Source: an optimization exercise on an open RTL-to-GDS flow (aim: a short achievable clock period and few clock cycles). Production flows keep margins and buffers that such runs may drop. At most, simulation tests tie the RTL to the original design; equivalence was not proved. The RTL of run 2 was laid out without a check of its function. The clock port is modelled as an ideal driver; clocking choices that lean on that would not hold on a real chip. Power figures rest on the tool's default switching activity, not on a simulated workload.

### flow/config.mk
export PLATFORM = sky130hd
export DESIGN_NAME = RV32core
export DESIGN_NICKNAME = RV32core
export VERILOG_FILES = /design/flow/design.v
export SDC_FILE = /design/flow/constraint.sdc
export NUM_CORES = 4
export LEC_CHECK = 0
export CAP_MARGIN = 20
export CORE_MARGIN = 2
export CORE_UTILIZATION = 40
export PLACE_DENSITY = 0.6
export SETUP_SLACK_MARGIN = 5
export SLEW_MARGIN = 20
export SYNTH_HIERARCHICAL = 1
### flow/constraint.sdc
create_clock -name core_clock -period 10.0 [get_ports {clk}]
set_input_delay 2.0000 -clock core_clock [delete_from_list [all_inputs] [get_ports {clk}]]
set_output_delay 2.0000 -clock core_clock [all_outputs]
set_load 0.01 [all_outputs]
### flow/design.v
`timescale 1ns / 1ps
module add_32(
    input  [31:0] a,
    input  [31:0] b,
    input         cin,
    output [31:0] s
);
    genvar i, k;
    wire [31:0] p0, g0;
    generate
        for (i = 0; i < 32; i = i + 1) begin : l0
            g_xor2 p(.a(a[i]), .b(b[i]), .y(p0[i]));
            if (i == 0) begin : c
                g_maj3 g(.a(a[i]), .b(b[i]), .c(cin), .y(g0[i]));
            end else begin : n
                g_and2 g(.a(a[i]), .b(b[i]), .y(g0[i]));
            end
        end
    endgenerate
    wire [31:0] gg [0:5];
    wire [31:0] pp [0:5];
    assign gg[0] = g0;
    assign pp[0] = p0;
    generate
        for (k = 1; k <= 5; k = k + 1) begin : lv
            for (i = 0; i < 32; i = i + 1) begin : b
                if (i >= (1 << (k - 1))) begin : m
                    if (k % 2 == 1) begin : o
                        g_a21oi g(.a1(pp[k-1][i]), .a2(gg[k-1][i - (1 << (k-1))]), .b1(gg[k-1][i]), .y(gg[k][i]));
                        g_nand2 p(.a(pp[k-1][i]), .b(pp[k-1][i - (1 << (k-1))]), .y(pp[k][i]));
                    end else begin : e
                        g_o21ai g(.a1(pp[k-1][i]), .a2(gg[k-1][i - (1 << (k-1))]), .b1(gg[k-1][i]), .y(gg[k][i]));
                        g_nor2  p(.a(pp[k-1][i]), .b(pp[k-1][i - (1 << (k-1))]), .y(pp[k][i]));
                    end
                end else begin : t
                    g_inv g(.a(gg[k-1][i]), .y(gg[k][i]));
                    assign pp[k][i] = 1'b0;    
                end
            end
        end
    endgenerate
    generate
        for (i = 0; i < 32; i = i + 1) begin : sm
            if (i == 0) begin : z
                g_xor2  x(.a(p0[0]), .b(cin), .y(s[0]));
            end else begin : n
                g_xnor2 x(.a(p0[i]), .b(gg[5][i-1]), .y(s[i]));
            end
        end
    endgenerate
endmodule
`timescale 1ns / 1ps
module g_inv  (input a, output y);                     assign y = ~a;                    endmodule
module g_nand2(input a, input b, output y);            assign y = ~(a & b);              endmodule
module g_nand3(input a, input b, input c, output y);   assign y = ~(a & b & c);          endmodule
module g_nand4(input a, input b, input c, input d, output y); assign y = ~(a & b & c & d); endmodule
module g_nor2 (input a, input b, output y);            assign y = ~(a | b);              endmodule
module g_xnor2(input a, input b, output y);            assign y = ~(a ^ b);              endmodule
module g_a22oi(input a1, input a2, input b1, input b2, output y); assign y = ~(a1 & a2 | b1 & b2); endmodule
module g_a21oi(input a1, input a2, input b1, output y); assign y = ~(a1 & a2 | b1);      endmodule
module g_o21ai(input a1, input a2, input b1, output y); assign y = ~((a1 | a2) & b1);    endmodule
module g_xor2 (input a, input b, output y);            assign y = a ^ b;                 endmodule
module g_and2 (input a, input b, output y);            assign y = a & b;                 endmodule
module g_maj3 (input a, input b, input c, output y);   assign y = a & b | a & c | b & c; endmodule
`timescale 1ns / 1ps
module cmp_32(
    input  [31:0] a,
    input  [31:0] b,
    input  [2:0]  f3,
    output        c
);
    genvar i;
    wire [31:0] nb, l0, e0;
    generate
        for (i = 0; i < 32; i = i + 1) begin : l0g
            g_inv   ib(.a(b[i]), .y(nb[i]));
            g_xnor2 ex(.a(a[i]), .b(b[i]), .y(e0[i]));
            if (i < 31) begin : u
                g_nor2 lt(.a(a[i]), .b(nb[i]), .y(l0[i]));
            end
        end
    endgenerate
    assign l0[31] = f3[1] ? (~a[31] & b[31]) : (a[31] & ~b[31]);
    wire [15:0] l1n, e1n;
    generate
        for (i = 0; i < 16; i = i + 1) begin : t1
            g_a21oi l(.a1(e0[2*i+1]), .a2(l0[2*i]), .b1(l0[2*i+1]), .y(l1n[i]));
            g_nand2 e(.a(e0[2*i+1]), .b(e0[2*i]), .y(e1n[i]));
        end
    endgenerate
    wire [7:0] l2, e2;
    generate
        for (i = 0; i < 8; i = i + 1) begin : t2
            g_o21ai l(.a1(e1n[2*i+1]), .a2(l1n[2*i]), .b1(l1n[2*i+1]), .y(l2[i]));
            g_nor2  e(.a(e1n[2*i+1]), .b(e1n[2*i]), .y(e2[i]));
        end
    endgenerate
    wire [3:0] l3n, e3n;
    generate
        for (i = 0; i < 4; i = i + 1) begin : t3
            g_a21oi l(.a1(e2[2*i+1]), .a2(l2[2*i]), .b1(l2[2*i+1]), .y(l3n[i]));
            g_nand2 e(.a(e2[2*i+1]), .b(e2[2*i]), .y(e3n[i]));
        end
    endgenerate
    wire [1:0] l4, e4;
    generate
        for (i = 0; i < 2; i = i + 1) begin : t4
            g_o21ai l(.a1(e3n[2*i+1]), .a2(l3n[2*i]), .b1(l3n[2*i+1]), .y(l4[i]));
            g_nor2  e(.a(e3n[2*i+1]), .b(e3n[2*i]), .y(e4[i]));
        end
    endgenerate
    wire l5n, e5n;
    g_a21oi l5(.a1(e4[1]), .a2(l4[0]), .b1(l4[1]), .y(l5n));
    g_nand2 e5(.a(e4[1]), .b(e4[0]), .y(e5n));
    assign c = (f3[2] ? l5n : e5n) ^ ~f3[0];
endmodule
`timescale 1ns / 1ps
module Regs(
    input  [991:0] q,       
    input  [4:0]   addr,
    output [31:0]  data
);
    genvar i, b;
    wire [4:0] na;
    wire [3:0] lo_n;        
    wire [7:0] hi_n;        
    wire [31:0] line;       
    generate
        for (i = 0; i < 5; i = i + 1) begin : inv
            g_inv u(.a(addr[i]), .y(na[i]));
        end
        for (i = 0; i < 4; i = i + 1) begin : lo
            g_nand2 u(.a((i % 2) ? addr[0] : na[0]), .b((i / 2) ? addr[1] : na[1]), .y(lo_n[i]));
        end
        for (i = 0; i < 8; i = i + 1) begin : hi
            g_nand3 u(.a((i % 2) ? addr[2] : na[2]), .b(((i / 2) % 2) ? addr[3] : na[3]),
                      .c((i / 4) ? addr[4] : na[4]), .y(hi_n[i]));
        end
        for (i = 0; i < 32; i = i + 1) begin : ln
            g_nor2 u(.a(lo_n[i % 4]), .b(hi_n[i / 4]), .y(line[i]));
        end
        for (b = 0; b < 32; b = b + 1) begin : bt
            wire [15:0] t;      
            wire [3:0]  w;      
            wire [1:0]  v;      
            g_nand2 t0(.a(line[1]), .b(q[b]), .y(t[0]));
            for (i = 1; i < 16; i = i + 1) begin : p
                g_a22oi n(.a1(line[2*i]), .a2(q[32*(2*i-1) + b]),
                          .b1(line[2*i+1]), .b2(q[32*(2*i) + b]), .y(t[i]));
            end
            for (i = 0; i < 4; i = i + 1) begin : e
                g_nand4 n(.a(t[4*i]), .b(t[4*i+1]), .c(t[4*i+2]), .d(t[4*i+3]), .y(w[i]));
            end
            g_nor2  v0(.a(w[0]), .b(w[1]), .y(v[0]));
            g_nor2  v1(.a(w[2]), .b(w[3]), .y(v[1]));
            g_nand2 o (.a(v[0]), .b(v[1]), .y(data[b]));
        end
    endgenerate
endmodule
`timescale 1ns / 1ps
module  RV32core(
        input clk,   
        input rst,   
        output[31:0] imem_addr,
        input [31:0] imem_rdata,
        output[31:0] dmem_addr,
        output[31:0] dmem_wdata,
        output[3:0]  dmem_wstrb,
        output       dmem_we,
        input [31:0] dmem_rdata,
        input [4:0]  debug_addr,
        output[31:0] debug_data
	);
    reg [31:0] seq_pc, tgt_pc;
    reg        sel_tgt;
    wire [31:0] pc = sel_tgt ? tgt_pc : seq_pc;
    reg [31:0] rf [1:31];
    reg        e_wen;         
    reg [4:0]  e_rd;
    reg [31:0] e_a, e_b;      
    reg        e_cin;
    reg [31:0] e_sa, e_sb;    
    reg        e_add, e_slt, e_sltu, e_xor, e_or, e_and, e_sll, e_srl, e_sra, e_link;
    reg        e_load, e_store;
    reg [2:0]  e_mf3;         
    reg [31:0] e_sd;          
    reg [31:0] e_pc4;         
    wire [991:0] rfq;
    genvar gi;
    generate
        for (gi = 1; gi < 32; gi = gi + 1) begin : rfv
            assign rfq[32*gi-1 -: 32] = rf[gi];
        end
    endgenerate
    wire [31:0] sum;
    add_32 e_adder(.a(e_a), .b(e_b), .cin(e_cin), .s(sum));
    wire lt  = (e_a[31] ^ ~e_b[31]) ? e_a[31]  : sum[31];
    wire ltu = (e_a[31] ^ ~e_b[31]) ? ~e_b[31] : sum[31];
    wire [63:0] sra_x = {{32{e_sa[31]}}, e_sa} >> e_sb[4:0];
    wire [31:0] sra = sra_x[31:0];
    wire [31:0] srl = e_sa >> e_sb[4:0];
    wire [31:0] sll = e_sa << e_sb[4:0];
    wire [1:0]  bo = sum[1:0];
    wire [7:0]  ld_b = bo[1] ? (bo[0] ? dmem_rdata[31:24] : dmem_rdata[23:16])
                             : (bo[0] ? dmem_rdata[15:8]  : dmem_rdata[7:0]);
    wire [15:0] ld_h = bo[1] ? dmem_rdata[31:16] : dmem_rdata[15:0];
    wire [31:0] ld   = e_mf3[1] ? dmem_rdata :
                       e_mf3[0] ? {e_mf3[2] ? 16'd0 : {16{ld_h[15]}}, ld_h} :
                                  {e_mf3[2] ? 24'd0 : {24{ld_b[7]}}, ld_b};
    wire [31:0] e_res = {32{e_add}}  & sum |
                        {32{e_slt}}  & {31'd0, lt} |
                        {32{e_sltu}} & {31'd0, ltu} |
                        {32{e_xor}}  & (e_sa ^ e_sb) |
                        {32{e_or}}   & (e_sa | e_sb) |
                        {32{e_and}}  & (e_sa & e_sb) |
                        {32{e_sll}}  & sll |
                        {32{e_srl}}  & srl |
                        {32{e_sra}}  & sra |
                        {32{e_link}} & e_pc4 |
                        {32{e_load}} & ld;
    assign dmem_addr  = sum;
    assign dmem_we    = e_store;
    assign dmem_wdata = e_mf3[1] ? e_sd : e_mf3[0] ? {2{e_sd[15:0]}} : {4{e_sd[7:0]}};
    assign dmem_wstrb = e_mf3[1] ? 4'b1111 : e_mf3[0] ? (bo[1] ? 4'b1100 : 4'b0011) :
                        (4'b0001 << bo);
    wire [31:0] inst = imem_rdata;
    assign imem_addr = pc;
    wire [4:0] op  = inst[6:2];
    wire [2:0] f3  = inst[14:12];
    wire [4:0] rs1 = inst[19:15];
    wire [4:0] rs2 = inst[24:20];
    wire [4:0] rd  = inst[11:7];
    wire is_lui   = op == 5'b01101;
    wire is_auipc = op == 5'b00101;
    wire is_jal   = op == 5'b11011;
    wire is_jalr  = op == 5'b11001;
    wire is_br    = op == 5'b11000;
    wire is_load  = op == 5'b00000;
    wire is_store = op == 5'b01000;
    wire is_opimm = op == 5'b00100;
    wire is_op    = op == 5'b01100;
    wire is_alu   = is_op | is_opimm;
    wire [31:0] imm_i = {{20{inst[31]}}, inst[31:20]};
    wire [31:0] imm_s = {{20{inst[31]}}, inst[31:25], inst[11:7]};
    wire [31:0] imm_b = {{20{inst[31]}}, inst[7], inst[30:25], inst[11:8], 1'b0};
    wire [31:0] imm_u = {inst[31:12], 12'd0};
    wire [31:0] imm_j = {{12{inst[31]}}, inst[19:12], inst[20], inst[30:21], 1'b0};
    wire [31:0] rf1, rf2;
    Regs read1(.q(rfq), .addr(rs1), .data(rf1));
    Regs read2(.q(rfq), .addr(rs2), .data(rf2));
    wire [31:0] rs1v = (e_wen && e_rd == rs1) ? e_res : rf1;
    wire [31:0] rs2v = (e_wen && e_rd == rs2) ? e_res : rf2;
    wire byp1 = e_wen && e_rd == rs1;
    wire byp2 = e_wen && e_rd == rs2;
    wire c_rr, c_er, c_re;
    cmp_32 cmp_rr(.a(rf1),   .b(rf2),   .f3(f3), .c(c_rr));
    cmp_32 cmp_er(.a(e_res), .b(rf2),   .f3(f3), .c(c_er));
    cmp_32 cmp_re(.a(rf1),   .b(e_res), .f3(f3), .c(c_re));
    wire c_ee = ~f3[2] ^ f3[0];    
    wire taken = byp1 ? (byp2 ? c_ee : c_er) : (byp2 ? c_re : c_rr);
    wire [31:0] pc4, pc_tgt;
    add_32 pc_inc(.a(pc), .b(32'd4), .cin(1'b0), .s(pc4));
    add_32 pc_add(.a(pc), .b(is_jal ? imm_j : imm_b), .cin(1'b0), .s(pc_tgt));
    wire [31:0] jr_tgt;
    add_32 jr_add(.a(rs1v), .b(imm_i), .cin(1'b0), .s(jr_tgt));
    wire [31:0] opb  = is_op ? rs2v : imm_i;
    wire        sub  = is_op & inst[30] & f3 == 3'd0;
    wire        cmpf = is_alu & (f3 == 3'd2 || f3 == 3'd3);
    wire        inv  = sub | cmpf;
    wire        fadd = is_alu & f3 == 3'd0;
    always @(posedge clk) begin
        if (rst) begin
            seq_pc  <= 32'd0;
            sel_tgt <= 1'b0;
            e_wen   <= 1'b0;
            e_store <= 1'b0;
        end else begin
            seq_pc  <= pc4;
            sel_tgt <= is_jalr | is_jal | is_br & taken;
            e_wen   <= ~(is_br | is_store) & rd != 5'd0;
            e_store <= is_store;
        end
        tgt_pc <= is_jalr ? {jr_tgt[31:1], 1'b0} : pc_tgt;
        e_rd   <= rd;
        e_a    <= is_auipc ? pc : is_lui ? 32'd0 : rs1v;
        e_b    <= is_alu ? (inv ? ~opb : opb) :
                  is_store ? imm_s : (is_lui | is_auipc) ? imm_u : imm_i;
        e_cin  <= is_alu & inv;
        e_sa   <= rs1v;
        e_sb   <= opb;
        e_add  <= fadd | is_lui | is_auipc;
        e_slt  <= is_alu & f3 == 3'd2;
        e_sltu <= is_alu & f3 == 3'd3;
        e_xor  <= is_alu & f3 == 3'd4;
        e_or   <= is_alu & f3 == 3'd6;
        e_and  <= is_alu & f3 == 3'd7;
        e_sll  <= is_alu & f3 == 3'd1;
        e_srl  <= is_alu & f3 == 3'd5 & ~inst[30];
        e_sra  <= is_alu & f3 == 3'd5 & inst[30];
        e_link <= is_jal | is_jalr;
        e_load <= is_load;
        e_mf3  <= f3;
        e_sd   <= rs2v;
        e_pc4  <= pc4;
    end
    integer i;
    always @(posedge clk) begin
        if (rst) begin
            for (i = 1; i < 32; i = i + 1) rf[i] <= 32'd0;
        end else if (e_wen) begin
            rf[e_rd] <= e_res;
        end
    end
    Regs dbg(.q(rfq), .addr(debug_addr), .data(debug_data));
endmodule
### flow/run.sh
#!/bin/bash
# synth_recipe.tcl (not shown) runs the flow's synth.tcl, then flattens the netlist and writes it again
# the make line also repeats each setting of config.mk as NAME=value (left out here)
make -C /OpenROAD-flow-scripts/flow DESIGN_CONFIG=/design/flow/config.mk WORK_HOME=/design/flow/orfs CLKGATE_MAP_FILE= SYNTH_SCRIPT=/design/flow/synth_recipe.tcl finish
==> results of run 1 <==
## worst register-to-register path: cells and delay by family, from the launching register on
kind / cells / cell delay (ns)
AOI/OAI and AO/OA: 11 / 1.79
and+or+nand+nor: 3 / 1.05
buffers and inverters: 9 / 1.00
xor gates and xnor gates: 3 / 0.50
DFF: 1 / 0.38
adders and majority gates: 1 / 0.35
muxes: 1 / 0.10
## placed cells by master, fill, tap and decap left out, types with 236 or more instances in the layout
master and count:
sky130_fd_sc_hd__a21oi_2 315, sky130_fd_sc_hd__a22oi_2 1440, sky130_fd_sc_hd__buf_4 693, sky130_fd_sc_hd__dfxtp_1 236, sky130_fd_sc_hd__edfxtp_1 992, sky130_fd_sc_hd__inv_1 320, sky130_fd_sc_hd__nand2_1 521, sky130_fd_sc_hd__nand4_1 387
sky130_fd_sc_hd__nor2_1 1377, sky130_fd_sc_hd__nor2_4 268
## timing repair
action,CTS,global route
gates cloned,48,16
gates resized for setup,1346,478
hold buffers,0,0
pin swaps,424,399
setup endpoints to repair,291,105
buffers inserted,440,216
## sequential cells by signal, indices dropped and copies added, names as in the netlist, 3 cells and up
name and count:
e_rd 5, seq_pc 32, tgt_pc 32, e_sb 32
e_sd 32, e_mf3 3, e_b 32, e_pc4 32
rf 992, e_sa 32, e_a 32
## path summary, 6_finish.rpt
| check | to | slack [ns] | cells after the start |
|---|---|---|---|
| setup / recovery | debug_data[4] | 3.57 | 12 |
| hold / removal | e_a[1]$_DFF_P_ | 0.80 | 3 |
| setup reg to reg | sel_tgt$_SDFF_PP0_ | 4.76 | 28 |
| hold reg to reg | e_a[1]$_DFF_P_ | 0.80 | 3 |
## power by group through the flow
stage | logic, mW | clock network (mW) | registers (mW)
2_1_floorplan | 3.37 | 0 | 6.47
3_3_place_gp | 5.57 | 0 | 6.73
3_5_place_dp | 5.56 | 0 | 6.74
4_1_cts | 6.38 | 5.56 | 6.66
5_1_grt | 7.35 | 5.77 | 6.70
6_report | 7.19 | 5.58 | 6.69
## routing by layer
| layer | track usage (%) | vias up | share of wire [%] |
|---|---|---|---|
| met5 | 0.373 | - | 0.059 |
| met1 | 51.1 | 41866 | 35 |
| met3 | 17.8 | 1956 | 15 |
| li1 | - | 34014 | - |
| met4 | 32.1 | 26 | 10 |
| met2 | 59.2 | 7308 | 40 |
## area by class of cell
class	count	area, µm²	share of cell area [%]
Antenna cell	21	52.6	0.0463
Clock buffer	192	4010	3.54
Clock inverter	83	902	0.795
Inverter	362	1470	1.29
Multi-Input combinational cell	6546	55100	48.5
Sequential cell	1271	35400	31.2
Tap cell	2838	3550	3.13
Timing Repair Buffer	1206	13000	11.4
==> flow_results.org, run 1 <==
** Run status
- Run status :: finished clean

** Routing
- Post-route DRC violation count :: 0
- The routed layout has about 85000 vias.
- Detail-routed via count per cell :: 6.80
- The final layout contains routed wiring with a total length of 487 mm.
- In this run the remaining antenna-violating nets after routing total 0.
- Routed len/inst :: 38.9 µm
- For this block, the initial DRC count from the detailed router was 13349.
- The pre-antenna-repair detailed-routing pass consisted of 10 iterations.

** Global route
- The initial antenna violation count is 28.
- Largest net degree at the start of global routing :: 64
- The number of global-route vias before repair was between 70000 and 80000.
- The first global-routing pass estimated roughly 640 mm of wire.
- Remaining global-route overflow :: 0
- Overall fraction of global-route tracks in use :: 42.3%

** Clock tree
- Reg clk slew, reported paths :: roughly 0.060 ns
- Clock sink count :: ~1300
- The H-tree was split into 4 levels.
- The tree is rooted in a sky130_fd_sc_hd__clkbuf_16.
- Counting the buffers created by CTS gives 151.
- Clock insertion delay at the later pin of the skew report :: 0.89 ns
- The clock passes through at most 3 buffers.
- TritonCTS built the clock tree.

** Timing
- Unrepaired setup endpoints after global routing :: true
- In this run the tightest slew margin relative to its limit is around 18%.
- Number of slew-limit violations in the final report :: 0
- Setup violation total in the final timing report :: 0
- Actual transition at the worst max-transition pin :: 1.23 ns
- For the final database, setup skew stands at 0.0888 ns.
- Min cycle time layout :: 6.43 ns
- Setup total negative slack on the finished layout was measured at 0 ns.
- After layout, the worst path uses 64.3% of the clock period.
- Timing would allow up to about 0.16 GHz.
- The number of hold violations in the final report came to 0.
- Once routing completed, OpenROAD measured the worst setup slack at 3.57 ns.
- Hold_ws :: 0.802 ns

** Floorplanning
- In this run the horizontal extent of the chip is 468 µm.
- In this run the core area contains 170 standard-cell rows.
- Area enclosed by the die boundary :: 219000 µm²
- Ports placed on the boundary :: 204
- The initial utilization of the core area, before any placement, comes to 40.2%.
- In this run the vertical extent of the chip is 468 µm.
- Core footprint :: 214000 µm²

** Placement
- Count of input and output buffers :: approximately 200
- Once placement finished, the instance area stood at between 90000 and 100000 µm².
- After detailed placement, the design holds a cell count of 11502.
- Placed wire-length estimate after detailed placement :: roughly 300 mm
- Minimum setup slack after placement :: 1.68 ns
- At the end of routability-driven placement, the weighted congestion stood at 1.04.

** Setup path
- Maximum fanout encountered on the critical timing path :: 7
- Together, buffers and inverters on the worst path number 6.
- The slowest stage of the critical path is the sky130_fd_sc_hd__nor2_4 cell.
- The kind of cell with the highest combined delay along the critical path is simple AND/OR/NAND/NOR gates.
- Worst R2R Start :: e_b[0]$_DFF_P_
- Cell chain of the critical path :: buf_12 -> clkinvlp_4 -> nand2_8 -> nor2_4 -> buf_4 -> buf_16 -> buf_12 -> a22oi_2 -> nand4_1 -> nor2_4 -> nand2_2 -> buf_6
- Type of destination of the critical path :: output pin
- For this run, the slowest stage of the critical path takes 0.51 ns.
- The worst setup path is of the in -> out kind.
- Kind of launch point of the worst setup path :: input port
- Crit. Startpoint :: debug_addr[1]
- Data arrival time of the critical path :: 4.43 ns
- Data required time at the worst endpoint :: approximately 8.0 ns

** Pwr
- Register share of total power :: about a third
- Switching Power :: 7.67 mW
- IR analysis of the VDD net gives a maximum drop of 0.200 mV.
- Cell internal power was estimated by the tool at 11.8 mW.
- Power density normalized to cell area :: 171 nW/µm²
- Combinational group share of total power :: ~37%
- The design draws 19.5 mW.
- Switching portion of total power :: 39.4%
- Leakage dissipation :: between 30 and 40 nW
- Relative contribution of the clock network to total power :: 28.7%

** Job
- Number of maximum-capacitance constraint violations :: 0

** Worst hold path
- Min-delay src :: tgt_pc[1]$_DFF_P_
- In this run the worst hold path is classified as reg -> reg.

** Cells and area
- Fillcell total :: 18496
- Final instance area :: ~110000 µm²
- Once layout is complete, the cells apart from fillers number 12519.
- From synthesis to final layout, the design area changed by 31.8%.
- Fraction of final layout cells with drive strength greater than 1 :: 44.1%
- Measured on the finished design, the core utilization comes to 53.0%.
- Total number of nets in the final design :: 9674

** Synth
- The cell count after synthesis came out at 8498.
- Mean post-synth cell area :: 10.1 µm²
- Cell Area, Synth :: 86100 µm²
- Count of warnings emitted by yosys :: 8
Testbench counts, summed over its fixed seeds: cycles 1,712,525.
==> run 2: changes to the inputs <==
--- a/flow/design.v
+++ b/flow/design.v
@@ -198,4 +198,3 @@
     wire ltu = (e_a[31] ^ ~e_b[31]) ? ~e_b[31] : sum[31];
-    wire [63:0] sra_x = {{32{e_sa[31]}}, e_sa} >> e_sb[4:0];
-    wire [31:0] sra = sra_x[31:0];
+    wire [31:0] sra = $signed(e_sa) >>> e_sb[4:0];
     wire [31:0] srl = e_sa >> e_sb[4:0];
==> run 2 against run 1 <==
Design area did not move. Worst hold slack stayed put. Core utilization stayed put. Global-route usage is the same. Count of clock-buffer cells in the layout is the same. Sequential share of layout area stayed put. Synthesized cell count stayed put. First-iteration DRC count did not move. Cell count did not move. Clock power is essentially flat. Combinational power about the same. Critical path type unchanged.
==> flow_results.org, run 2 <==
** Run status
- Run status :: finished clean

** Cells and area
- Fraction of final layout cells with drive strength greater than 1 :: 44.1% (unchanged)
- Total number of nets in the final design :: 9674 (unchanged)
- The filler cell count in the final layout was 18496 (unchanged).
- Highest-count cells in the layout ignoring fill and taps :: sky130_fd_sc_hd__a22oi_2, sky130_fd_sc_hd__nor2_1, sky130_fd_sc_hd__edfxtp_1
- Most common cell after layout, fill and taps aside :: sky130_fd_sc_hd__a22oi_2
- Synth-to-layout area growth :: 31.8% (unchanged)
- The number of flip-flops in the largest register came to 992 (unchanged).
- Ranked by flip-flop count, first place goes to rf.

** Placement
- Count of input and output buffers :: 201 (unchanged)
- Placed wire-length estimate after detailed placement :: 303 mm (unchanged)
- Routability congestion estimate :: 1.04 (unchanged)

** Clock tree
- The clock edge transition at the registers on the reported setup and hold paths came to 0.06 ns (about the same).
- Clock tree from TritonCTS :: done
- The number of hold buffers added after CTS came to 0 (unchanged).
- Clock sink count :: 1271 (unchanged)
- Clock insertion delay at the later pin of the skew report :: 0.89 ns (about the same)
- Clock buffer depth :: 3 (unchanged)
- Clock buffer count from CTS :: 151 (unchanged)
- The tree is rooted in a sky130_fd_sc_hd__clkbuf_16.
- The depth of the CTS H-tree came to 4 (unchanged).

** Floorplanning
- The number of placed I/O pins came to 204 (unchanged).
- The placeable core area is 214000 µm² (unchanged).
- The floorplan die area was 219000 µm² (unchanged).
- The effective utilization at floorplan was 40.2% (unchanged).
- Row count :: 170 (unchanged)
- Die span in y :: 468 µm (unchanged)
- The overall die width was 468 µm (unchanged).

** Synth
- The gate count of the mapped netlist is 8498 (unchanged).
- Count of warnings emitted by yosys :: 8 (unchanged)
- The post-synthesis cell area came to 86100 µm² (unchanged).
- The average footprint of a synthesized cell is 10.1 µm² (unchanged).

** Global route
- Antenna violations before repair :: 28 (unchanged)
- The wire length of the first global-routing pass is 644 mm (unchanged).
- Largest net degree at the start of global routing :: 64 (unchanged)
- The number of global-route vias before repair came to 78276 (unchanged).
- The remaining global-route overflow is 0 (unchanged).
- The overall global routing resource usage was 42.3% (unchanged).

** Timing
- Setup violation total in the final timing report :: 0 (unchanged)
- Worst rel slew slack :: 17.6% (unchanged)
- The number of slew-limit violations in the final report was 0 (unchanged).
- Min cycle time layout :: 6.43 ns (unchanged)
- Share of the cycle needed by the critical path after routing :: 64.3% (unchanged)
- Setup repair after global routing could not meet its margin everywhere.
- The worst hold slack was 0.802 ns (unchanged).
- The final setup TNS is 0 ns (unchanged).
- The transition time at the pin with the least slew margin was 1.23 ns (unchanged).
- Achievable clock frequency :: 0.155 GHz (unchanged)
- Number of failing hold endpoints at the final stage :: 0 (unchanged)
- The worst clock skew on the final layout is 0.0888 ns (unchanged).

** Routing
- Detail-routed via count per cell :: 6.80 (unchanged)
- TritonRoute pass-1 iters :: 10 (unchanged)
- The number of nets still failing antenna checks after routing is 0 (unchanged).
- Wire length after detailed routing :: 487 mm (unchanged)
- Routed len/inst :: 38.9 µm (unchanged)
- The number of DRC markers after the initial detailed-route iteration is 13349 (unchanged).
- The DRC violation count after routing came to 0 (unchanged).
- Total vias in the final route :: 85170 (unchanged)

** Setup path
- The buffers plus inverters on the worst setup path is 6 (unchanged).
- The required time of the worst setup path was 8.00 ns (about the same).
- The worst setup path is launched from an input port.
- Standard cell with the maximum stage delay on the critical path :: sky130_fd_sc_hd__nor2_4
- Maximum fanout encountered on the critical timing path :: 7 (unchanged)
- Cell chain of the critical path :: buf_12 -> clkinvlp_4 -> nand2_8 -> nor2_4 -> buf_4 -> buf_16 -> buf_12 -> a22oi_2 -> nand4_1 -> nor2_4 -> nand2_2 -> buf_6
- Family of cells with the greatest summed delay on the critical path :: simple AND/OR/NAND/NOR gates
- The delay of the slowest cell on the worst path is 0.51 ns (about the same).
- The critical path is of the in -> out type.
- Type of destination of the critical path :: output pin
- The worst path arrival time was 4.43 ns (about the same).

** Job
- The number of max-cap violations was 0 (unchanged).

** Pwr
- Power density normalized to cell area :: 171 nW/µm² (unchanged)
- Leakage dissipation :: 38.3 nW (unchanged)
- The maximum resistive drop on vdd came to 0.200 mV (unchanged).

** Worst hold path
- The worst hold path belongs to the class reg -> reg.
run 2: final timing paths:
| kind | from | endpoint | slack [ns] | cells after the start |
|---|---|---|---|---|
| worst max-delay path | debug_addr[1] | debug_data[4] | 3.57 | 12 |
| worst min-delay path | tgt_pc[1]$_DFF_P_ | e_a[1]$_DFF_P_ | 0.80 | 3 |
| worst max register to register | e_b[0]$_DFF_P_ | sel_tgt$_SDFF_PP0_ | 4.76 | 28 |
| worst min register to register | tgt_pc[1]$_DFF_P_ | e_a[1]$_DFF_P_ | 0.80 | 3 |
run 2: what timing repair did:
| item | in CTS | in global routing |
|---|---|---|
| cloned | 48 | 16 |
| pin swaps | 424 | 399 |
| resized for setup | 1346 | 478 |
| setup buffers | 440 | 216 |
| endpoints found under the setup margin | 291 | 105 |
run 2: per-layer routing:
metal	GRT usage, %	up-vias	share of wire, %
met5	0.373	-	0.059
met4	32.1	26	10
met3	17.8	1956	15
met2	59.2	7308	40
met1	51.1	41866	35
li1	-	34014	-
run 2: metrics by stage:
stage               setup slack, ns  power [mW]  instances  util, %  instance area [µm²]
floorplan                      4.64        9.84       8566        -                88000
finish                         3.57        19.5      12519     53.0               114000
CTS                            3.86        18.6      12265     50.9               109000
detailed placement             1.68        12.3      11502     44.0                94400
global route                   3.67        19.8      12499     52.9               113000
global placement               1.70        12.3      11501     44.0                94400
run 2: layout make-up:
type | count | area (µm²) | area share [%]
Sequential cell | 1271 | 35400 | 31.2
Inverter | 362 | 1470 | 1.29
Clock inverter | 83 | 902 | 0.795
Tap cell | 2838 | 3550 | 3.13
Antenna cell | 21 | 52.6 | 0.0463
Clock buffer | 192 | 4010 | 3.54
Timing Repair Buffer | 1206 | 13000 | 11.4
Multi-Input combinational cell | 6546 | 55100 | 48.5
run 2: worst register-to-register path, delay by kind of cell (launching register included):
| kind | cells | cell delay [ns] |
|---|---|---|
| xor gates and xnor gates | 3 | 0.50 |
| buffers and inverters | 9 | 1.00 |
| adders and majority gates | 1 | 0.35 |
| DFF | 1 | 0.38 |
| muxes | 1 | 0.10 |
| and+or+nand+nor | 3 | 1.05 |
| AOI/OAI and AO/OA | 11 | 1.79 |
run 2: power by group:
part / switching (mW) / internal [mW]
Combinational: 4.61 / 2.58
Clock: 2.51 / 3.07
Sequential: 0.551 / 6.14
==> run 3: changes to the inputs <==
--- a/flow/design.v
+++ b/flow/design.v
@@ -198,3 +198,4 @@
     wire ltu = (e_a[31] ^ ~e_b[31]) ? ~e_b[31] : sum[31];
-    wire [31:0] sra = $signed(e_sa) >>> e_sb[4:0];
+    wire [63:0] sra_x = {{32{e_sa[31]}}, e_sa} >> e_sb[4:0];
+    wire [31:0] sra = sra_x[31:0];
     wire [31:0] srl = e_sa >> e_sb[4:0];
==> flow/flow/run.sh (new file) <==
#!/bin/bash
# Own layout flow: the standard flow with a gate-sizing step after CTS.
# Each tool's output goes to a log file in the folder this runs in.
set -euo pipefail
export FLOW_FLOW_DIR="$PWD/flow"
export POST_CTS_TCL="$FLOW_FLOW_DIR/post_cts.tcl"
bash standard.sh > standard.log 2>&1
==> flow/flow/gsize.tcl (new file) <==
# Greedy gate sizing on the worst paths. For each cell on a path, try every drive
# strength (and the plain buffer/inverter families for buffers and inverters) and keep
# the one that gives the path's endpoint the most slack without lowering the worst slack.
proc ws {} { return [sta::worst_slack_cmd max] }
proc cands {ref} {
  if {[regexp {^sky130_fd_sc_hd__(buf|clkbuf|dlygate|dlymetal|clkdly|bufbuf)} $ref]} {
    set b "sky130_fd_sc_hd__buf"
  } elseif {[regexp {^sky130_fd_sc_hd__(inv|clkinv|clkinvlp)_} $ref]} {
    set b "sky130_fd_sc_hd__inv"
  } else {
    regsub {_[0-9]+$} $ref {} b
  }
  set out {}
  foreach lc [get_lib_cells */${b}_*] {
    set n [get_name $lc]
    if {[regexp "^${b}_\[0-9\]+\$" $n]} { lappend out $n }
  }
  return $out
}
proc reest {inst} {
  foreach pin [get_pins -of_objects $inst] {
    set net [get_nets -quiet -of_objects $pin]
    if {$net ne ""} { est::estimate_parasitic_net $net }
  }
}
proc ep_obj {name} {
  set p [get_ports -quiet $name]
  if {$p ne ""} { return $p }
  return [get_pins $name]
}
proc gsize {rounds npaths} {
  set libname [get_name [lindex [get_libs *] 0]]
  set flat 0; set wprev [ws]
  for {set r 0} {$r < $rounds} {incr r} {
    set changed 0
    set work {}
    foreach pe [find_timing_paths -path_delay max -group_path_count $npaths -unique_paths_to_endpoint] {
      set insts {}
      foreach pt [get_property $pe points] {
        set pin [get_property $pt pin]
        if {[catch {set inst [get_cells -of_objects $pin]}]} continue
        set name [get_full_name $inst]
        if {[lsearch -exact $insts $name] < 0} { lappend insts $name }
      }
      lappend work [list [get_full_name [get_property $pe endpoint]] $insts]
    }
    foreach w $work {
      set ep [lindex $w 0]
      foreach name [lindex $w 1] {
        set inst [get_cells $name]
        set ref [get_property $inst ref_name]
        set w0 [ws]
        set best $ref; set bs [get_property [ep_obj $ep] slack_max]
        foreach c [cands $ref] {
          if {$c eq $ref} continue
          replace_cell $inst $libname/$c
          reest $inst
          set s [get_property [ep_obj $ep] slack_max]
          if {$s > $bs + 1e-13 && [ws] >= $w0 - 1e-13} { set best $c; set bs $s }
        }
        if {$best ne [get_property $inst ref_name]} { replace_cell $inst $libname/$best; reest $inst }
        if {$best ne $ref} { incr changed }
      }
    }
    puts "gsize round $r: ws [format %.4f [expr [ws]*1e9]] changed $changed"
    if {$changed == 0} break
    if {$r > 0 && [ws] < $wprev + 1e-12} { incr flat } else { set flat 0 }
    set wprev [ws]
    if {$flat >= 2} break
  }
}
==> flow/flow/post_cts.tcl (new file) <==
# Hook run by ORFS at the end of CTS (POST_CTS_TCL): greedy gate sizing on the
# worst paths, then legalize the placement again.
source [file join [file dirname [info script]] gsize.tcl]
estimate_parasitics -placement
puts "post_cts: worst slack before sizing [sta::worst_slack_cmd max]"
gsize 12 40
puts "post_cts: worst slack after sizing [sta::worst_slack_cmd max]"
detailed_placement
check_placement -verbose
estimate_parasitics -placement
puts "post_cts: worst slack after legalizing [sta::worst_slack_cmd max]"
repair_design -match_cell_footprint -verbose
estimate_parasitics -placement
puts "post_cts: worst slack after repair_design [sta::worst_slack_cmd max]"
gsize 4 40
detailed_placement
check_placement -verbose
estimate_parasitics -placement
puts "post_cts: worst slack at the end [sta::worst_slack_cmd max]"
==> flow/standard.sh (new file) <==
#!/bin/bash
# synth_recipe.tcl (not shown) runs the flow's synth.tcl, then flattens the netlist and writes it again
# the make line also repeats each setting of config.mk as NAME=value (left out here)
make -C /OpenROAD-flow-scripts/flow DESIGN_CONFIG=/design/flow/config.mk WORK_HOME=/design/flow/orfs CLKGATE_MAP_FILE= SYNTH_SCRIPT=/design/flow/synth_recipe.tcl "${@:-finish}"
removed: flow/run.sh
==> run 3 against run 2 <==
Sequential share of layout area shrank 1.1 points. Still clean on timing, DRC and antenna. Largest power group unchanged. Highest routed layer unchanged. Global-route usage grew 0.51 points. Synthesized cell count is the same.
==> flow_results.org, run 3 <==
** Timing
- The number of slew-limit violations in the final report was 0 (unchanged).
- Setup violation total in the final timing report :: 0 (unchanged)
- Setup_tns :: 0 ns (unchanged)
- Number of failing hold endpoints at the final stage :: 0 (unchanged)
- The share of the clock period used by the worst path after layout came to 58.6% (-5.7 points).
- Unrepaired setup endpoints after global routing :: true
- Worst rel slew slack :: 14.5% (-3.1 points)
- The maximum clock frequency came to 0.171 GHz (+9.7%).
- The final critical delay including setup and external delays came to 5.86 ns (-0.571 ns).
- The transition time at the pin with the least slew margin is 1.28 ns (+0.0451 ns).
- Setup clock skew after layout :: 0.0999 ns (+0.0111 ns)

** Floorplanning
- Die span in y :: 468 µm (unchanged)
- The effective utilization at floorplan is 40.2% (unchanged).
- Row count :: 170 (unchanged)
- The number of placed I/O pins came to 204 (unchanged).
- The floorplan die area is 219000 µm² (unchanged).
- Horizontal die dimension :: 468 µm (unchanged)
- The placeable core area was 214000 µm² (unchanged).

** Pwr
- The portion of total power attributed to sequential cells came to 34.0% (-0.4 points).
- The leakage dissipation was 42.1 nW (+9.9%).
- Switching portion of total power :: 39.6% (+0.16 points)
- The relative contribution of combinational cells to total power is 37.6% (+0.6 points).
- The net switching component of the power came to 7.80 mW (+1.7%).
- The power per unit of standard cell area was 167 nW/µm² (-2.5%).
- The overall power after layout is 19.7 mW (+1.3%).
- The clock group share of total power was 28.4% (-0.3 points).
- The maximum resistive drop on vdd is 0.204 mV (+2.2%).
- The cell-internal power is 11.9 mW (+1.0%).

** Setup path
- The buffers plus inverters on the worst setup path came to 6 (unchanged).
- For this design, the slowest cell found on the critical path is sky130_fd_sc_hd__nand4_4.
- Maximum fanout encountered on the critical timing path :: 16 (+9)
- Data required time at the worst endpoint :: 8.00 ns (about the same)
- Most frequent cell on the critical path :: sky130_fd_sc_hd__buf_12
- Number of cells on the worst reg-to-reg path :: 27 (-3.6%)
- The critical path is of the in -> out type.
- The number of cells on the critical path is 12 (unchanged).
- The setup slack of the most critical reg-to-reg path is 4.72 ns (-0.04 ns).
- The worst setup path is launched from an input port.
- The worst path arrival time came to 3.86 ns (-0.57 ns).
- Max stage delay on crit path :: 0.26 ns (-0.25 ns)
- Cell chain of the critical path :: buf_12 -> buf_8 -> nand2_8 -> buf_12 -> nor2_8 -> buf_8 -> buf_12 -> a22oi_2 -> nand4_4 -> nor2_4 -> nand2_2 -> buf_6
- Type of destination of the critical path :: output pin
- Family of cells with the greatest summed delay on the critical path :: buffers and inverters

** Routing
- The number of nets still failing antenna checks after routing is 0 (unchanged).
- The number of DRC markers after the initial detailed-route iteration is 13286 (-0.47%).
- The number of iterations in the first detailed-routing pass is 10 (unchanged).
- The total via count in the routed design came to 85725 (+0.65%).
- Routed len/inst :: 39.4 µm (+1.4%)
- The via density per instance was 6.82 (+0.24%).
- The wire length after detailed routing was 496 mm (+1.8%).
- Post-route DRC violation count :: 0 (unchanged)

** Run status
- The run finished with no timing, DRC or antenna violations.

** Global route
- Overall fraction of global-route tracks in use :: 42.8% (+0.51 points)
- Largest net degree at the start of global routing :: 64 (unchanged)
- Vias in the first global route :: 79539 (+1.6%)
- The remaining global-route overflow came to 0 (unchanged).
- The wire length of the first global-routing pass is 653 mm (+1.4%).
- Antenna violations before repair :: 25 (-11%)

** Job
- The number of max-cap violations is 0 (unchanged).

** Cells and area
- The fraction of final layout cells with drive strength greater than 1 was 45.8% (+1.7 points).
- Counting flops per register, the top entry is rf.
- Highest-count cells in the layout ignoring fill and taps :: sky130_fd_sc_hd__nor2_1, sky130_fd_sc_hd__a22oi_2, sky130_fd_sc_hd__edfxtp_1
- Largest register FFs :: 992 (unchanged)
- The library cell used most frequently in the layout, excluding fill and tap cells, is sky130_fd_sc_hd__nor2_1.
- Compared with the post-synthesis result, the final layout area differs by 36.9%.
- The number of nets in the layout is 9729 (+0.57%).
- The post-route standard cell area excluding fillers was 118000 µm² (+3.9%).

** Clock tree
- The source-to-sink clock delay at the later pin of the worst-skew pair came to 0.92 ns (+0.03 ns).
- Clock sink count :: 1271 (unchanged)
- The clock edge transition at the registers on the reported setup and hold paths was 0.06 ns (about the same).
- TritonCTS built the clock tree.

** Placement
- The count of input and output buffers is 201 (unchanged).
- Placed wire-length estimate after detailed placement :: 303 mm (unchanged)
- Area after detailed placement :: 94400 µm² (unchanged)
- Routability congestion estimate :: 1.04 (unchanged)

** Synth
- The post-synthesis cell area came to 86100 µm² (unchanged).
- The gate count of the mapped netlist came to 8498 (unchanged).
- The average footprint of a synthesized cell was 10.1 µm² (unchanged).
- Count of warnings emitted by yosys :: 8 (unchanged)

** Worst hold path
- Class of the tightest hold or removal check :: reg -> reg
- The hold path depth came to 3 (unchanged).
[run 3: worst reg2reg max path, delay by kind of cell (launching register included)]
kind                      cells  cell delay [ns]
AOI/OAI and AO/OA            16             3.01
xor gates and xnor gates      4             0.64
buffers and inverters         4             0.60
and+or+nand+nor               2             0.47
DFF                           1             0.34
muxes                         1             0.10
[run 3: metal layers]
metal / share of wire (%) / GRT usage, % / up-vias
met1: 34 / 51.3 / 42147
met4: 11 / 33.9 / 20
met5: 0.030 / 0 / -
met2: 39 / 59.6 / 7377
met3: 15 / 18.4 / 2096
li1: - / - / 34085
[run 3: path summary, 6_finish.rpt]
| kind | start | endpoint |
|---|---|---|
| max reg2reg | e_a[10]$_DFF_P_ | sel_tgt$_SDFF_PP0_ |
| min | tgt_pc[1]$_DFF_P_ | e_a[1]$_DFF_P_ |
| min reg2reg | tgt_pc[1]$_DFF_P_ | e_a[1]$_DFF_P_ |
| max | debug_addr[1] | debug_data[20] |
[run 3: through the flow]
stage / utilization [%] / setup slack [ns] / instances / hold slack, ns
detailed placement: 44.0 / 1.68 / 11502 / 0.810
finish: 55.0 / 4.14 / 12571 / 0.816
global placement: 44.0 / 1.70 / 11501 / 0.824
global route: 55.0 / 4.11 / 12558 / 0.835
floorplan: - / 4.64 / 8566 / 0.624
[run 3: area by class of cell]
type	count	area [µm²]
tap	2838	3550
clock inverter	83	902
antenna	18	45.0
clock buffer	192	4010
multi-input combinational	6546	58100
sequential	1271	35500
fill	17911	96500
timing repair buffer	1261	14300
inverter	362	1520
[run 3: power groups by stage]
stage               logic, mW  registers [mW]  clock network (mW)
floorplan                3.37            6.47                   0
global placement         5.57            6.73                   0
detailed placement       5.56            6.74                   0
global route             7.56            6.72                5.78
finish                   7.41            6.71                5.59
Testbench counts of run 3, summed over its fixed seeds: cycles 1,712,525.
==> run 4: changes to the inputs <==
--- a/flow/design.v
+++ b/flow/design.v
@@ -123,21 +123,9 @@
     genvar i, b;
-    wire [4:0] na;
-    wire [3:0] lo_n;        
-    wire [7:0] hi_n;        
-    wire [31:0] line;       
+    wire [31:0] lines [0:7];
     generate
-        for (i = 0; i < 5; i = i + 1) begin : inv
-            g_inv u(.a(addr[i]), .y(na[i]));
-        end
-        for (i = 0; i < 4; i = i + 1) begin : lo
-            g_nand2 u(.a((i % 2) ? addr[0] : na[0]), .b((i / 2) ? addr[1] : na[1]), .y(lo_n[i]));
-        end
-        for (i = 0; i < 8; i = i + 1) begin : hi
-            g_nand3 u(.a((i % 2) ? addr[2] : na[2]), .b(((i / 2) % 2) ? addr[3] : na[3]),
-                      .c((i / 4) ? addr[4] : na[4]), .y(hi_n[i]));
-        end
-        for (i = 0; i < 32; i = i + 1) begin : ln
-            g_nor2 u(.a(lo_n[i % 4]), .b(hi_n[i / 4]), .y(line[i]));
+        for (i = 0; i < 8; i = i + 1) begin : dc
+            RegDecode dec(.addr(addr), .line(lines[i]));
         end
         for (b = 0; b < 32; b = b + 1) begin : bt
+            wire [31:0] line = lines[b / 4];
             wire [15:0] t;      
@@ -157,2 +145,26 @@
         end
+    endgenerate
+endmodule
+module RegDecode(
+    input  [4:0]  addr,
+    output [31:0] line      
+);
+    genvar i;
+    wire [4:0] na;
+    wire [3:0] lo_n;        
+    wire [7:0] hi_n;        
+    generate
+        for (i = 0; i < 5; i = i + 1) begin : inv
+            g_inv u(.a(addr[i]), .y(na[i]));
+        end
+        for (i = 0; i < 4; i = i + 1) begin : lo
+            g_nand2 u(.a((i % 2) ? addr[0] : na[0]), .b((i / 2) ? addr[1] : na[1]), .y(lo_n[i]));
+        end
+        for (i = 0; i < 8; i = i + 1) begin : hi
+            g_nand3 u(.a((i % 2) ? addr[2] : na[2]), .b(((i / 2) % 2) ? addr[3] : na[3]),
+                      .c((i / 4) ? addr[4] : na[4]), .y(hi_n[i]));
+        end
+        for (i = 0; i < 32; i = i + 1) begin : ln
+            g_nor2 u(.a(lo_n[i % 4]), .b(hi_n[i / 4]), .y(line[i]));
+        end
     endgenerate
--- a/flow/flow/gsize.tcl
+++ b/flow/flow/gsize.tcl
@@ -25,6 +25,7 @@
 }
+proc esc {name} { return [string map {\[ \\[ \] \\] * \\* ? \\?} $name] }
 proc ep_obj {name} {
   set p [get_ports -quiet $name]
-  if {$p ne ""} { return $p }
-  return [get_pins $name]
+  if {[llength $p] == 1} { return $p }
+  return [get_pins [esc $name]]
 }
@@ -41,2 +42,5 @@
         if {[catch {set inst [get_cells -of_objects $pin]}]} continue
+        if {[llength $inst] != 1} continue
+        if {[catch {set ref [get_property $inst ref_name]}]} continue
+        if {![string match sky130_fd_sc_hd__* $ref]} continue
         set name [get_full_name $inst]
@@ -49,3 +53,4 @@
       foreach name [lindex $w 1] {
-        set inst [get_cells $name]
+        set inst [get_cells [esc $name]]
+        if {[llength $inst] != 1} continue
         set ref [get_property $inst ref_name]
==> run 4 against run 3 <==
Still clean. Power grew 1.5%. Wire length shrank 1.3%. Non-clock buffer count down 581. Design area down 0.50%. Worst hold slack hardly changed. Combinational power about the same. Critical path type unchanged. Largest power group unchanged.
==> flow_results.org, run 4 <==
** Timing
- Achievable clock frequency :: 0.179 GHz (+4.8%)
- Setup clock skew after layout :: 0.0311 ns (-0.0688 ns)
- Share of the cycle needed by the critical path after routing :: 55.9% (-2.7 points)
- The final setup TNS came to 0 ns (unchanged).
- The number of hold violations in the final report was 0 (unchanged).
- Min cycle time layout :: 5.59 ns (-0.271 ns)
- Unrepaired setup endpoints after global routing :: true
- The number of slew-limit violations in the final report was 0 (unchanged).
- Actual transition at the worst max-transition pin :: 1.18 ns (-0.0976 ns)
- Hold_ws :: 0.816 ns (+0.00000500 ns)
- Worst rel slew slack :: 21.1% (+6.6 points)
- The number of endpoints failing setup at the final stage is 0 (unchanged).

** Setup path
- Cell chain of the critical path :: buf_16 -> buf_16 -> inv_12 -> buf_1 -> buf_6 -> nand3_4 -> nor2_4 -> a22oi_4 -> nand4_2 -> nor2_2 -> nand2_2 -> buf_6
- STA classifies the critical path startpoint as an input port.
- Data required time at the worst endpoint :: 8.00 ns (about the same)
- Standard cell with the maximum stage delay on the critical path :: sky130_fd_sc_hd__buf_16
- WS Path Type :: in -> out
- Max stage delay on crit path :: 0.23 ns (-0.03 ns)
- The worst path arrival time is 3.59 ns (-0.27 ns).
- Type of destination of the critical path :: output pin
- WP buf/inv :: 6 (unchanged)
- Family of cells with the greatest summed delay on the critical path :: buffers and inverters
- The top fanout value on the critical path was 6 (-10).

** Synth
- The post-synthesis cell area is 90100 µm² (+4.6%).
- Count of warnings emitted by yosys :: 9 (+1)
- The gate count of the mapped netlist was 9506 (+12%).
- Mean post-synth cell area :: 9.48 µm² (-6.5%)

** Floorplanning
- Area enclosed by the die boundary :: 229000 µm² (+4.6%)
- Core footprint :: 224000 µm² (+4.7%)
- The die height came to 479 µm (+2.3%).
- The number of placed I/O pins is 204 (unchanged).
- The effective utilization at floorplan was 40.1% (about the same).
- Row count :: 174 (+2.4%)
- The overall die width came to 479 µm (+2.3%).

** Cells and area
- Most common cell after layout, fill and taps aside :: sky130_fd_sc_hd__nor2_1
- From synthesis to final layout, the design area changed by 30.2%.
- Total number of nets in the final design :: 10149 (+4.3%)
- The area occupied by multi-input gates came to 62600 µm² (+7.7%).
- The sequential cell area came to 35500 µm² (about the same).
- Fillcell total :: 19995 (+12%)
- Non-filler instance count after layout :: 13140 (+4.5%)
- The post-layout utilization of the core is 52.3% (-2.7 points).
- The number of flip-flops in the largest register came to 992 (unchanged).
- Largest register by flop count :: rf
- The fraction of final layout cells with drive strength greater than 1 was 42.8% (-3.0 points).
- Highest-count cells in the layout ignoring fill and taps :: sky130_fd_sc_hd__nor2_1, sky130_fd_sc_hd__a22oi_2, sky130_fd_sc_hd__edfxtp_1

** Global route
- Wire length of the first global-routing pass :: 663 mm (+1.6%)
- The remaining global-route overflow came to 0 (unchanged).
- Antenna violations before repair :: 30 (+20%)
- The overall global routing resource usage was 40.8% (-2.0 points).
- The number of global-route vias before repair was 84432 (+6.2%).
- Largest net degree at the start of global routing :: 60 (-6.3%)

** Placement
- The count of input and output buffers is 201 (unchanged).
- Placed cell count :: 12521 (+8.9%)
- Routability congestion estimate :: 1.04 (-0.42%)
- Placed wire-length estimate after detailed placement :: 325 mm (+7.4%)

** Routing
- Post-route DRC violation count :: 0 (unchanged)
- The number of nets still failing antenna checks after routing was 0 (unchanged).
- DRC violation total after the first TritonRoute iteration :: 12578 (-5.3%)
- The via density per instance was 6.68 (-2.0%).
- Total vias in the final route :: 87772 (+2.4%)
- The wire length after detailed routing came to 489 mm (-1.3%).
- Routed len/inst :: 37.2 µm (-5.6%)
- TritonRoute pass-1 iters :: 9 (-1)

** Clock tree
- The clock edge transition at the registers on the reported setup and hold paths came to 0.07 ns (about the same).
- Clock tree from TritonCTS :: done
- Clock sink count :: 1271 (unchanged)
- The source-to-sink clock delay at the later pin of the worst-skew pair came to 0.86 ns (-0.06 ns).

** Pwr
- Total design power :: 20.0 mW (+1.5%)
- Switching Power :: 7.87 mW (+0.87%)
- The leakage dissipation is 40.2 nW (-4.5%).
- Int Power :: 12.1 mW (+1.9%)
- The clock group share of total power came to 29.4% (+1.0 points).
- Switching portion of total power :: 39.3% (-0.25 points)
- The relative contribution of combinational cells to total power came to 37.0% (-0.6 points).
- The maximum resistive drop on vdd is 0.149 mV (-27%).
- Power density normalized to cell area :: 170 nW/µm² (+2.0%)
- The portion of total power attributed to sequential cells is 33.6% (-0.4 points).

** Worst hold path
- The min-delay analysis places its worst path in the category reg -> reg.

** Job
- The number of max-cap violations is 0 (unchanged).

** Run status
- Run status :: finished clean
-- run 4: per-stage QoR --
stage          instance area [µm²]  worst slack, ns
5_1_grt                     117000             4.40
3_5_place_dp                 95900             2.15
3_3_place_gp                 95900             2.11
2_1_floorplan                90400             4.79
6_report                    117000             4.41
-- run 4: tightest hold or removal path, cell delays in order (launching register included) --
cell	delay (ns)
sky130_fd_sc_hd__dfxtp_1	0.31
sky130_fd_sc_hd__mux2_2	0.29
sky130_fd_sc_hd__a31o_2	0.20
-- run 4: power groups by stage --
| stage | logic (mW) | clock network [mW] | registers (mW) |
|---|---|---|---|
| after floorplan | 3.36 | 0 | 6.47 |
| after global placement | 5.54 | 0 | 6.74 |
| after detailed placement | 5.54 | 0 | 6.75 |
| after global routing | 7.58 | 6.10 | 6.73 |
| final | 7.41 | 5.88 | 6.72 |
-- run 4: layer usage --
layer / global-route usage, % / vias to the layer above / part of all wire (%)
met1: 51.9 / 44147 / 38
met5: 0 / - / 0.054
met3: 11.9 / 1622 / 11
met2: 59.4 / 5890 / 42
li1: - / 36089 / -
met4: 28.6 / 24 / 8.8
-- run 4: path summary, 6_finish.rpt --
| path | cells past startpoint | from | end | slack, ns |
|---|---|---|---|---|
| setup / recovery | 12 | debug_addr[2] | debug_data[23] | 4.41 |
| hold reg to reg | 2 | tgt_pc[6]$_DFF_P_ | e_a[6]$_DFF_P_ | 0.82 |
| hold / removal | 2 | tgt_pc[6]$_DFF_P_ | e_a[6]$_DFF_P_ | 0.82 |
| setup reg to reg | 26 | e_a[10]$_DFF_P_ | sel_tgt$_SDFF_PP0_ | 4.63 |
-- run 4: layout make-up --
cell class | count | area share, %
repair buffers | 680 | 6.85
multi-input cells | 7441 | 53.4
clock inverters | 92 | 0.925
inverters | 467 | 1.91
well taps | 2992 | 3.19
flip-flops and latches | 1271 | 30.3
diodes | 12 | 0.0256
clock buffers | 185 | 3.47
Testbench counts of run 4, summed over its fixed seeds: cycles 1,712,525.
==> run 5: changes to the inputs <==
==> flow/flow/run.sh (replaced) <==
#!/bin/bash
# Own layout flow: the standard flow with a gate-sizing and buffer-removal step after CTS.
# Each tool's output goes to a log file in the folder this runs in.
set -euo pipefail
export FLOW_FLOW_DIR="$PWD/flow"
export POST_CTS_TCL="$FLOW_FLOW_DIR/post_cts.tcl"
bash standard.sh > standard.log 2>&1
--- a/flow/flow/gsize.tcl
+++ b/flow/flow/gsize.tcl
@@ -76 +76,60 @@
 }
+# Try removing each buffer on the worst paths; put it back when the path's endpoint
+# loses slack or the worst slack drops.
+proc gunbuf {npaths} {
+  set libname [get_name [lindex [get_libs *] 0]]
+  set work {}
+  foreach pe [find_timing_paths -path_delay max -group_path_count $npaths -unique_paths_to_endpoint] {
+    set bufs {}
+    foreach pt [get_property $pe points] {
+      set pin [get_property $pt pin]
+      if {[catch {set inst [get_cells -of_objects $pin]}]} continue
+      if {[llength $inst] != 1} continue
+      if {[catch {set ref [get_property $inst ref_name]}]} continue
+      if {![regexp {^sky130_fd_sc_hd__buf_} $ref]} continue
+      set name [get_full_name $inst]
+      if {[string match input* $name] || [string match output* $name]} continue
+      if {[lsearch -exact $bufs $name] < 0} { lappend bufs $name }
+    }
+    lappend work [list [get_full_name [get_property $pe endpoint]] $bufs]
+  }
+  set removed 0
+  foreach w $work {
+    set ep [lindex $w 0]
+    foreach name [lindex $w 1] {
+      set inst [get_cells -quiet [esc $name]]
+      if {[llength $inst] != 1} continue
+      set ref [get_property $inst ref_name]
+      set inpin [get_pins [esc $name]/A]
+      set outpin [get_pins [esc $name]/X]
+      set innet [get_nets -of_objects $inpin]
+      set outnet [get_nets -of_objects $outpin]
+      set loads {}
+      foreach p [get_pins -of_objects $outnet] {
+        if {[get_full_name $p] ne [get_full_name $outpin]} { lappend loads [get_full_name $p] }
+      }
+      # keep the buffers next to the ports: every port keeps its own buffer
+      if {[llength [get_ports -quiet -of_objects $outnet]] > 0} continue
+      if {[llength [get_ports -quiet -of_objects $innet]] > 0} continue
+      set odbi [[ord::get_db_block] findInst $name]
+      set loc [$odbi getLocation]
+      set w0 [ws]; set s0 [get_property [ep_obj $ep] slack_max]
+      set innet_name [get_full_name $innet]
+      if {[catch {remove_buffers $inst} err]} { puts "gunbuf: $name not removed: $err"; continue }
+      set mnet [get_nets -of_objects [get_pins [esc [lindex $loads 0]]]]
+      est::estimate_parasitic_net $mnet
+      set s1 [get_property [ep_obj $ep] slack_max]; set w1 [ws]
+      if {$s1 > $s0 + 1e-13 && $w1 >= $w0 - 1e-13} {
+        incr removed
+      } else {
+        set lp {}
+        foreach l $loads { lappend lp [get_pins [esc $l]] }
+        insert_buffer -buffer_cell $libname/$ref -net $mnet -load_pins $lp -location [list [expr [lindex $loc 0]/1000.0] [expr [lindex $loc 1]/1000.0]]
+        est::estimate_parasitic_net $mnet
+        foreach l $lp { est::estimate_parasitic_net [get_nets -of_objects $l] }
+        if {[ws] < $w0 - 1e-12} { puts "gunbuf: restore of $name left ws [ws] < $w0" }
+      }
+    }
+  }
+  puts "gunbuf: removed $removed, ws [format %.4f [expr [ws]*1e9]]"
+}
--- a/flow/flow/post_cts.tcl
+++ b/flow/flow/post_cts.tcl
@@ -1,3 +1,3 @@
-# Hook run by ORFS at the end of CTS (POST_CTS_TCL): greedy gate sizing on the
-# worst paths, then legalize the placement again.
+# Hook run by ORFS at the end of CTS (POST_CTS_TCL): greedy gate sizing and
+# buffer removal on the worst paths, then legalize the placement again.
 source [file join [file dirname [info script]] gsize.tcl]
@@ -6,2 +6,6 @@
 gsize 12 40
+for {set k 0} {$k < 4} {incr k} {
+  gunbuf 40
+  gsize 3 40
+}
 puts "post_cts: worst slack after sizing [sta::worst_slack_cmd max]"
==> run 5 against run 4 <==
Still clean on timing, DRC and antenna. Fmax grew 0.19%. Via count grew 0.12%. Power grew 0.11%. Register-to-register slack improved by 0.10 ns. Core utilization increased by 0.31 points. Clock skew grew 0.0033 ns. First-iteration DRC count is 2.3% lower. Critical path depth shrank 2. Synthesized cell count did not move. Design area is 0.60% higher. Largest power group unchanged.
==> flow_results.org, run 5 <==
** Timing
- The number of slew-limit violations in the final report is 0 (unchanged).
- Setup_tns :: 0 ns (unchanged)
- Actual transition at the worst max-transition pin :: 1.15 ns (-0.0267 ns)
- Unrepaired setup endpoints after global routing :: true
- Worst rel slew slack :: 23.0% (+1.9 points)
- The worst clock skew on the final layout was 0.0344 ns (+0.00333 ns).
- The number of endpoints failing setup at the final stage was 0 (unchanged).
- The share of the clock period used by the worst path after layout is 55.8% (-0.10 points).
- Final critical-path setup slack :: 4.42 ns (+0.0105 ns)
- Number of failing hold endpoints at the final stage :: 0 (unchanged)
- The maximum clock frequency came to 0.179 GHz (+0.19%).
- Min cycle time layout :: 5.58 ns (-0.0105 ns)

** Setup path
- Data arrival time of the critical path :: 3.58 ns (about the same)
- Walking the worst path, the cells encountered are buf_16 -> buf_4 -> buf_12 -> nand3_4 -> nor2_4 -> a22oi_2 -> nand4_1 -> nor2_2 -> nand2_4 -> buf_6.
- For this design, the slowest cell found on the critical path is sky130_fd_sc_hd__nand4_1.
- Kind of launch point of the worst setup path :: input port
- Maximum fanout encountered on the critical timing path :: 7 (+1)
- Max stage delay on crit path :: 0.23 ns (about the same)
- STA classifies the critical path endpoint as an output pin.
- WS Path Type :: in -> out
- The required time of the worst setup path was 8.00 ns (about the same).

** Cells and area
- More flip-flops sit in one register than any other, and that register is rf.
- The post-route standard cell area excluding fillers was 118000 µm² (+0.60%).
- The filler cell count in the final layout came to 19909 (-0.43%).
- Highest-count cells in the layout ignoring fill and taps :: sky130_fd_sc_hd__nor2_1, sky130_fd_sc_hd__a22oi_2, sky130_fd_sc_hd__edfxtp_1
- The number of nets in the layout was 10148 (-0.0099%).
- The library cell used most frequently in the layout, excluding fill and tap cells, is sky130_fd_sc_hd__nor2_1.
- Synth-to-layout area growth :: 31.0%
- Fraction of final layout cells with drive strength greater than 1 :: 42.7% (-0.14 points)
- The number of flip-flops in the largest register is 992 (unchanged).

** Routing
- The number of DRC markers after the initial detailed-route iteration was 12288 (-2.3%).
- The wire length after detailed routing came to 490 mm (+0.19%).
- TritonRoute pass-1 iters :: 9 (unchanged)
- The total via count in the routed design came to 87878 (+0.12%).
- Post-route DRC violation count :: 0 (unchanged)
- The number of nets still failing antenna checks after routing came to 0 (unchanged).
- The detailed-route wire length per cell was 37.3 µm (+0.21%).
- Detail-routed via count per cell :: 6.69 (+0.14%)

** Synth
- Mean post-synth cell area :: 9.48 µm² (unchanged)
- Post-Synthesis Cells :: 9506 (unchanged)
- Count of warnings emitted by yosys :: 9 (unchanged)
- The post-synthesis cell area came to 90100 µm² (unchanged).

** Run status
- The flow ran to the end and the layout has no timing, DRC or antenna violations.

** Global route
- The remaining global-route overflow was 0 (unchanged).
- The initial antenna violation count was 29 (-3.3%).
- The number of global-route vias before repair is 84991 (+0.66%).
- The overall global routing resource usage was 40.9% (+0.075 points).
- The wire length of the first global-routing pass was 664 mm (+0.21%).
- Largest net degree at the start of global routing :: 60 (unchanged)

** Floorplanning
- The die height came to 479 µm (unchanged).
- Core footprint :: 224000 µm² (unchanged)
- The floorplan die area came to 229000 µm² (unchanged).
- Ports placed on the boundary :: 204 (unchanged)
- The number of placement rows is 174 (unchanged).
- Effective utilization at floorplan :: 40.1% (unchanged)
- Horizontal die dimension :: 479 µm (unchanged)

** Pwr
- Max IR drop VDD :: 0.147 mV (-1.4%)
- The leakage dissipation was 41.2 nW (+2.5%).
- The power per unit of standard cell area is 170 nW/µm² (-0.48%).

** Clock tree
- The source-to-sink clock delay at the later pin of the worst-skew pair was 0.86 ns (about the same).
- Clock sink count :: 1271 (unchanged)
- Reg clk slew, reported paths :: 0.07 ns (about the same)
- TritonCTS built the clock tree.

** Placement
- The cell area after placement was 95900 µm² (unchanged).
- The placer congestion estimate is 1.04 (unchanged).
- The half-perimeter wire length after detailed placement came to 325 mm (unchanged).
- Count of input and output buffers :: 201 (unchanged)
- The pre-CTS worst setup slack is 2.15 ns (unchanged).

** Worst hold path
- The path class of the tightest hold or removal check is reg -> reg.

** Job
- The number of max-cap violations is 0 (unchanged).
-- run 5: worst max-delay path, delay by kind of cell --
family | cells | cell delay [ns]
AOI/OAI and AO/OA | 1 | 0.19
and+or+nand+nor | 5 | 0.78
buffers and inverters | 4 | 0.58
-- run 5: metal layers --
| layer | routed length (µm) | vias to the layer above | GRT usage (%) |
|---|---|---|---|
| li1 | - | 36076 | - |
| met1 | 186000 | 44065 | 51.9 |
| met2 | 204000 | 6013 | 59.3 |
| met3 | 56300 | 1700 | 11.9 |
| met4 | 44100 | 24 | 29.2 |
| met5 | 358 | - | 0.186 |
-- run 5: final timing paths --
kind                startpoint                 end  slack [ns]  depth (start not counted)
min          tgt_pc[6]$_DFF_P_      e_a[6]$_DFF_P_        0.82                          2
min reg2reg  tgt_pc[6]$_DFF_P_      e_a[6]$_DFF_P_        0.82                          2
max              debug_addr[2]       debug_data[8]        4.42                         10
max reg2reg     e_b[0]$_DFF_P_  tgt_pc[26]$_DFF_P_        4.73                         24
-- run 5: through the flow --
| step | std cells | total power, mW | utilization, % | hold slack, ns |
|---|---|---|---|---|
| 3_5_place_dp | 12521 | 12.3 | 42.7 | 0.806 |
| 3_3_place_gp | 12521 | 12.3 | 42.7 | 0.787 |
| 6_report | 13138 | 20.0 | 52.6 | 0.821 |
| 2_1_floorplan | 9574 | 9.83 | - | 0.624 |
| 5_1_grt | 13129 | 20.4 | 52.6 | 0.821 |
-- run 5: power by group --
part           switching [mW]  internal [mW]
clock                    2.50           3.37
combinational            4.80           2.63
sequential              0.581           6.14
total                    7.88           12.1
-- run 5: cell type report, without the clock buffers --
type / instances / area [µm²] / area share [%]
inverter: 467 / 2310 / 1.96
multi-input combinational: 7441 / 63200 / 53.6
sequential: 1271 / 35500 / 30.1
antenna: 11 / 27.5 / 0.0233
timing repair buffer: 679 / 8050 / 6.82
clock inverter: 92 / 1080 / 0.919
tap: 2992 / 3740 / 3.17

-- afterwards: timing with drivers on the ports --
How much do the figures lean on ideal ports? The routed layouts below were timed once more, with nothing changed but the port constraints.
Step 1 (the two cells are an assumption about what drives the block):
set clk [get_ports {clk}]
set_driving_cell -lib_cell sky130_fd_sc_hd__clkbuf_16 $clk
set_driving_cell -lib_cell sky130_fd_sc_hd__buf_2 [delete_from_list [all_inputs] $clk]
Step 2 also shifts input and output timing later by t, the mid clock arrival at the registers, as if the neighbouring blocks saw the same clock.
Slacks: no drivers / after step 1 / after step 2; pairs: no drivers / after step 1.
run | shift t [ns] | slack for setup (ns) | slew at the worst register clock pin (ns)
run 1 | 0.945 | 3.566 / 3.409 / 3.409 | 0.07 / 0.07
run 2 | 0.945 | 3.566 / 3.409 / 3.409 | 0.07 / 0.07
run 3 | 0.968 | 4.136 / 4.008 / 3.552 | 0.07 / 0.07
run 4 | 0.950 | 4.407 / 4.057 / 3.713 | 0.09 / 0.09
run 5 | 0.943 | 4.417 / 4.038 / 3.706 | 0.09 / 0.09
After both steps every run listed still meets setup and hold. For run 5, which loses most, drivers alone change the setup slack by -0.379 ns; drivers and shift together by -0.711 ns.
